Background: an optimization exercise with open tools, aiming at small area. Do not read the settings as production practice. Only simulation tests tie the RTL to the original design; equivalence was not proved. Power and IR drop assume default switching activity.

// csi_rx_core
module csi_rx_core #(
    parameter NUM_LANES = 2
)(
    input         clk,             
    input         reset,           
    input         enable,
    input  [7:0]  d0_byte,         
    input  [7:0]  d1_byte,         
    output [15:0] payload_out,     
    output        payload_valid,
    output [7:0]  good_checksum_cnt,
    output [7:0]  bad_checksum_cnt
);
Settings: LEC_CHECK=0, CAP_MARGIN=20, CORE_MARGIN=2, CORE_UTILIZATION=70, CTS_BUF_LIST=sky130_fd_sc_hd__clkbuf_8, SLEW_MARGIN=20; clock period 5.0 ns.
standard.sh (not shown) runs the stock make flow with config.mk's settings and CLKGATE_MAP_FILE= SYNTH_SCRIPT=/design/flow/synth_recipe.tcl, a recipe that flattens the netlist after the stock synthesis.
==> flow/flow/run.sh <==
#!/bin/bash
# Standard ORFS layout, with smaller port buffers and a clock tree
# without dummy loads. Make's full output goes to run_standard.log.
set -euo pipefail
export BUFFER_PORTS_ARGS="-buffer_cell sky130_fd_sc_hd__buf_1"
export CTS_ARGS="-sink_clustering_enable -repair_clock_nets -dont_use_dummy_load -buf_list sky130_fd_sc_hd__clkbuf_8"
export RECOVER_POWER=100
bash standard.sh > run_standard.log 2>&1
The first run ran to the end with violations: max-capacitance violations, max-slew violations.
Rerun with:
--- a/flow/flow/run.sh
+++ b/flow/flow/run.sh
@@ -6,3 +6,2 @@
 export CTS_ARGS="-sink_clustering_enable -repair_clock_nets -dont_use_dummy_load -buf_list sky130_fd_sc_hd__clkbuf_8"
-export RECOVER_POWER=100
 bash standard.sh > run_standard.log 2>&1
Settings changed: CORE_UTILIZATION 70 to 85.
The changed run went through all stages and came out clean; worst setup slack improves by 350 ps; non-clock buffer count decreases by 2; count of clock-buffer cells in the layout does not change; cell area decreases by 0.31%; maximum frequency grows by 10%; cell count is lower by 3.8%; flip-flop and latch count stays the same.
Rerun with:
==> flow/run.sh (new file) <==
#!/bin/bash
# synth_recipe.tcl (not shown) runs the flow's synth.tcl, then flattens the netlist and writes it again
# the make line also repeats each setting of config.mk as NAME=value (left out here)
make -C /OpenROAD-flow-scripts/flow DESIGN_CONFIG=/design/flow/config.mk WORK_HOME=/design/flow/orfs CLKGATE_MAP_FILE= SYNTH_SCRIPT=/design/flow/synth_recipe.tcl finish
Settings changed: CORE_UTILIZATION 85 to 70.
removed: flow/flow/run.sh
removed: flow/standard.sh
The changed run completed with no timing, DRC or antenna violations.
Via count falls by 9.7%.
Worst setup slack is better by 55 ps.
Maximum frequency grows by 1.6%.
Sequential power barely changes.
Rerun with:
==> flow/flow/run.sh (new file) <==
#!/bin/bash
# Standard ORFS layout, with smaller port buffers and a clock tree
# without dummy loads. Make's full output goes to run_standard.log.
set -euo pipefail
export BUFFER_PORTS_ARGS="-buffer_cell sky130_fd_sc_hd__buf_1"
export CTS_ARGS="-sink_clustering_enable -repair_clock_nets -dont_use_dummy_load -buf_list sky130_fd_sc_hd__clkbuf_8"
bash standard.sh > run_standard.log 2>&1
==> flow/standard.sh (new file) <==
#!/bin/bash
# synth_recipe.tcl (not shown) runs the flow's synth.tcl, then flattens the netlist and writes it again
# the make line also repeats each setting of config.mk as NAME=value (left out here)
make -C /OpenROAD-flow-scripts/flow DESIGN_CONFIG=/design/flow/config.mk WORK_HOME=/design/flow/orfs CLKGATE_MAP_FILE= SYNTH_SCRIPT=/design/flow/synth_recipe.tcl "${@:-finish}"
removed: flow/run.sh
The changed run finished clean. Global-route usage decreases by 0.70 points. Synthesized area stays the same. Sequential share of layout area is higher by 2.4 points. Via count went down by 1.2%. Setup slack gains 120 ps.

========
the baseline:
csi_rx_core, a different RTL version from the one above (not shown whole).
Size: about 760 cells after synthesis, about 200 flip-flops, about 52 I/O pins, roughly 9200 sq um of cells after synthesis.
## csi_rx_core
module csi_rx_core #(
    parameter NUM_LANES = 2
)(
    input         clk,             
    input         reset,           
    input         enable,
    input  [7:0]  d0_byte,         
    input  [7:0]  d1_byte,         
    output [15:0] payload_out,     
    output        payload_valid,
    output [7:0]  good_checksum_cnt,
    output [7:0]  bad_checksum_cnt
);
clock: 5.0 ns
lec_check: 0
cap_margin: 20
core_margin: 2
core_utilization: 70
cts_buf_list: sky130_fd_sc_hd__clkbuf_8
slew_margin: 20
==> flow/flow/run.sh <==
#!/bin/bash
# Standard ORFS layout, with smaller port buffers and a clock tree
# without dummy loads. Make's full output goes to run_standard.log.
set -euo pipefail
export BUFFER_PORTS_ARGS="-buffer_cell sky130_fd_sc_hd__buf_1"
export CTS_ARGS='-sink_clustering_enable -repair_clock_nets -dont_use_dummy_load -buf_list {sky130_fd_sc_hd__clkbuf_4 sky130_fd_sc_hd__clkbuf_8}'
bash standard.sh > run_standard.log 2>&1
Having completed the whole flow, the baseline delivered a layout that passed the timing, DRC and antenna checks.
Edits applied to the flow inputs when going from the baseline to the candidate:
==> flow/flow/run.sh <==
#!/bin/bash
# Standard ORFS layout, with smaller port buffers and a clock tree
# without dummy loads. Make's full output goes to run_standard.log.
set -euo pipefail
export BUFFER_PORTS_ARGS="-buffer_cell sky130_fd_sc_hd__buf_1"
export CTS_ARGS="-sink_clustering_enable -repair_clock_nets -dont_use_dummy_load -buf_list sky130_fd_sc_hd__clkbuf_8"
bash standard.sh > run_standard.log 2>&1
Compared the baseline against the candidate; utilization within noise.
Reported for the baseline and the candidate, number of buffers added to fix hold violations after cts turned out identical to the last digit.
The global-route wire length before repair on the baseline is in line with that on the candidate.
| register area share after synthesis | the candidate vs the baseline | ≈ equal |
Re total vias in the final route: no difference whatsoever between the baseline and the candidate.
The candidate -> the baseline: final instance area delta 0, exact match

## what the ideal ports hide
The results above use ideal ports. As a check the final layouts listed here were re-extracted and re-timed, cells and wires unchanged.
Step 1 sets driving cells, clkbuf_16 on the clock port and buf_2 on the other inputs (assumed; they add their load-dependent delay and slew).
Step 2 moves the port delays by t, midway between the first and last clock arrival at a register: inputs arrive t later, outputs are due t later. That takes back most of the time a late clock gives input paths.
Three values: ideal ports, drivers, drivers and shift; two values: the first two.
run	shift t [ns]	setup slack, ns	hold WS [ns]	worst setup path at the end	worst register clock-pin slew, ns
the first run of note 1	0.485	1.169 / 1.160 / 0.675	0.328 / 0.328 / 0.328	input to register	0.09 / 0.09
the second run of note 1	0.510	1.519 / 1.482 / 1.612	0.353 / 0.353 / 0.353	register to register	0.10 / 0.10
the third run of note 1	0.500	1.574 / 1.541 / 1.729	0.354 / 0.354 / 0.354	register to register	0.10 / 0.10
the fourth run of note 1	0.488	1.696 / 1.658 / 1.723	0.329 / 0.329 / 0.329	register to register	0.09 / 0.09
the baseline	0.486	1.232 / 1.232 / 1.232	0.349 / 0.349 / 0.349	register to register	0.09 / 0.09
the candidate	0.486	1.232 / 1.232 / 1.232	0.349 / 0.349 / 0.349	register to register	0.09 / 0.09
The setup slack of the first run of note 1, which loses most, moves by -0.009 ns with the drivers and by -0.494 ns with both steps.
